Background: an optimization exercise with open tools, aiming at small area. Do not read the settings as production practice. The RTL was checked by simulation tests, not by an equivalence proof against the original design. Power and IR drop assume default switching activity.

## top
module top(
    input clk,
    input reset,
    input start,
    input [7:0] a,
    input [7:0] b,
    output [6:0] seg,
    output [7:0] an
);
Size in the first run: ~280 cells after synthesis, roughly 45 flip-flops, ~34 I/O pins, roughly 2400 um^2 of cells after synthesis.
==> flow/config.mk <==
export PLATFORM = sky130hd
export DESIGN_NAME = top
export DESIGN_NICKNAME = top
export VERILOG_FILES = /design/flow/design.v
export SDC_FILE = /design/flow/constraint.sdc
export NUM_CORES = 4
export LEC_CHECK = 0
export CAP_MARGIN = 0
export CORE_MARGIN = 2
export CORE_UTILIZATION = 70
export SLEW_MARGIN = 0
==> flow/constraint.sdc <==
create_clock -name core_clock -period 30.0 [get_ports {clk}]
set_input_delay 6.0000 -clock core_clock [delete_from_list [all_inputs] [get_ports {clk}]]
set_output_delay 6.0000 -clock core_clock [all_outputs]
set_load 0.01 [all_outputs]
standard.sh (not shown) runs the stock make flow with config.mk's settings and CLKGATE_MAP_FILE= SYNTH_SCRIPT=/design/flow/synth_recipe.tcl, a recipe that flattens the netlist after the stock synthesis.
==> flow/flow/run.sh <==
#!/bin/bash
# Layout flow: the standard ORFS flow (standard.sh's make command) with
#  - synthesis by flow/synth.tcl: synth_recipe.tcl with ABC run on flow/area.abc
#    and no adder pre-mapping (ADDER_MAP_FILE empty), registers unchanged;
#  - buf_1 cells as the port buffers;
#  - CTS without dummy loads.
# Every tool's output goes to the ORFS logs under orfs/logs; make's own
# output goes to make.log here.
set -euo pipefail
W=$(pwd)
export MY_ABC_SCRIPT=$W/flow/area.abc
export ADDER_MAP_FILE=
export BUFFER_PORTS_ARGS="-buffer_cell sky130_fd_sc_hd__buf_1"
export CTS_ARGS="-sink_clustering_enable -buf_list sky130_fd_sc_hd__clkbuf_4 -root_buf sky130_fd_sc_hd__clkbuf_8 -repair_clock_nets -dont_use_dummy_load"
sed "s#SYNTH_SCRIPT=[^ ]*#SYNTH_SCRIPT=$W/flow/synth.tcl#" standard.sh > my_standard.sh
grep -q "SYNTH_SCRIPT=$W/flow/synth.tcl" my_standard.sh
bash my_standard.sh > make.log 2>&1
test -s out/final.def
==> flow/flow/area.abc <==
strash
&get -n
&fraig -x
&put
scorr
&get -n
&deepsyn -T 20 -S 2
&put
strash
&get -n
&dch -f
&nf -R 1000
&put
==> flow/flow/synth.tcl <==
# synth_recipe.tcl with ABC's script replaced by $MY_ABC_SCRIPT
proc synth {args} { yosys synth -nofsm -noshare {*}$args }
proc abc {args} {
  set i [lsearch -exact $args -script]
  if { $i >= 0 && [info exists ::env(MY_ABC_SCRIPT)] } {
    lset args [expr {$i + 1}] $::env(MY_ABC_SCRIPT)
  }
  yosys abc {*}$args
}
source $::env(SCRIPTS_DIR)/synth.tcl
# left out here: clear keep_hierarchy, flatten, clean up, hide names made inside functions, write 1_2_yosys.v
Change:
--- a/flow/flow/run.sh
+++ b/flow/flow/run.sh
@@ -13,3 +13,3 @@
 export BUFFER_PORTS_ARGS="-buffer_cell sky130_fd_sc_hd__buf_1"
-export CTS_ARGS="-sink_clustering_enable -buf_list sky130_fd_sc_hd__clkbuf_4 -root_buf sky130_fd_sc_hd__clkbuf_8 -repair_clock_nets -dont_use_dummy_load"
+export CTS_ARGS="-sink_clustering_enable -sink_clustering_size 50 -sink_clustering_max_diameter 400 -buf_list sky130_fd_sc_hd__clkbuf_8 -repair_clock_nets -dont_use_dummy_load"
 sed "s#SYNTH_SCRIPT=[^ ]*#SYNTH_SCRIPT=$W/flow/synth.tcl#" standard.sh > my_standard.sh
==> flow/flow/area.abc (replaced) <==
strash
&get -n
&fraig -x
&put
scorr
dc2
strash
&get -n
&dch -f
&nf -R 1000
&put
- CAP_MARGIN: 0 -> 20
- SLEW_MARGIN: 0 -> 20
Outcome: The new run finished clean. Worst setup slack loses 0.30 ns. Power drops by 0.77%. Clock skew is about the same. Critical path depth increases by 3. Non-clock buffer count increases by 2. Design area rose by 3.4%. Core utilization came out higher by 1.4 points. Hold slack gets worse by 0.0046 ns. Sequential power hardly moves. Sequential cell count is unchanged. Via count came out lower by 1.9%.
Change:
==> flow/flow/area.abc (replaced) <==
strash
&get -n
&fraig -x
&put
scorr
&get -n
&deepsyn -T 20 -S 2
&put
strash
&get -n
&dch -f
&nf -R 1000
&put
- CAP_MARGIN: 20 -> 0
- SLEW_MARGIN: 20 -> 0
The changed run completed without violations.
Combinational power went up by a few percent.
Core utilization went down by 1.4 points.
Design area is lower by a few percent.
Cell count drops slightly.
Sequential share of layout area is higher by 1.3 points.
Die area fell by a few percent.
Global-route usage came out higher by 0.88 points.
Clock-buffer cell count is unchanged.
Setup slack gains 0.30 ns.
Routed wire length goes down by a few percent.

-- afterwards: timing with drivers on the ports --
The flow's constraints put no driver on any port. The routed layouts listed below were extracted and timed again, unchanged, in two steps. Step 1 (the two cells are an assumption about what drives the block):
set clk [get_ports {clk}]
set_driving_cell -lib_cell sky130_fd_sc_hd__clkbuf_16 $clk
set_driving_cell -lib_cell sky130_fd_sc_hd__buf_2 [delete_from_list [all_inputs] $clk]
Step 2 times the ports against the registers' clock, not the clock port: input delays grow and output delays shrink by t, the midpoint of the rising clock arrivals with the driver on. Slacks: ideal / step 1 / step 2; pairs: ideal / step 1.
| run | shift t [ns] | slack for setup (ns) | worst setup path at the end | worst data-port slew with drivers (ns) |
|---|---|---|---|---|
| the first run | 0.313 | 21.684 / 21.660 / 21.973 | register to output | 0.03 |
| the second run | 0.313 | 21.385 / 21.355 / 21.628 | input to register | 0.03 |
| the third run | 0.313 | 21.684 / 21.660 / 21.973 | register to output | 0.03 |
After both steps every run listed still meets setup and hold.
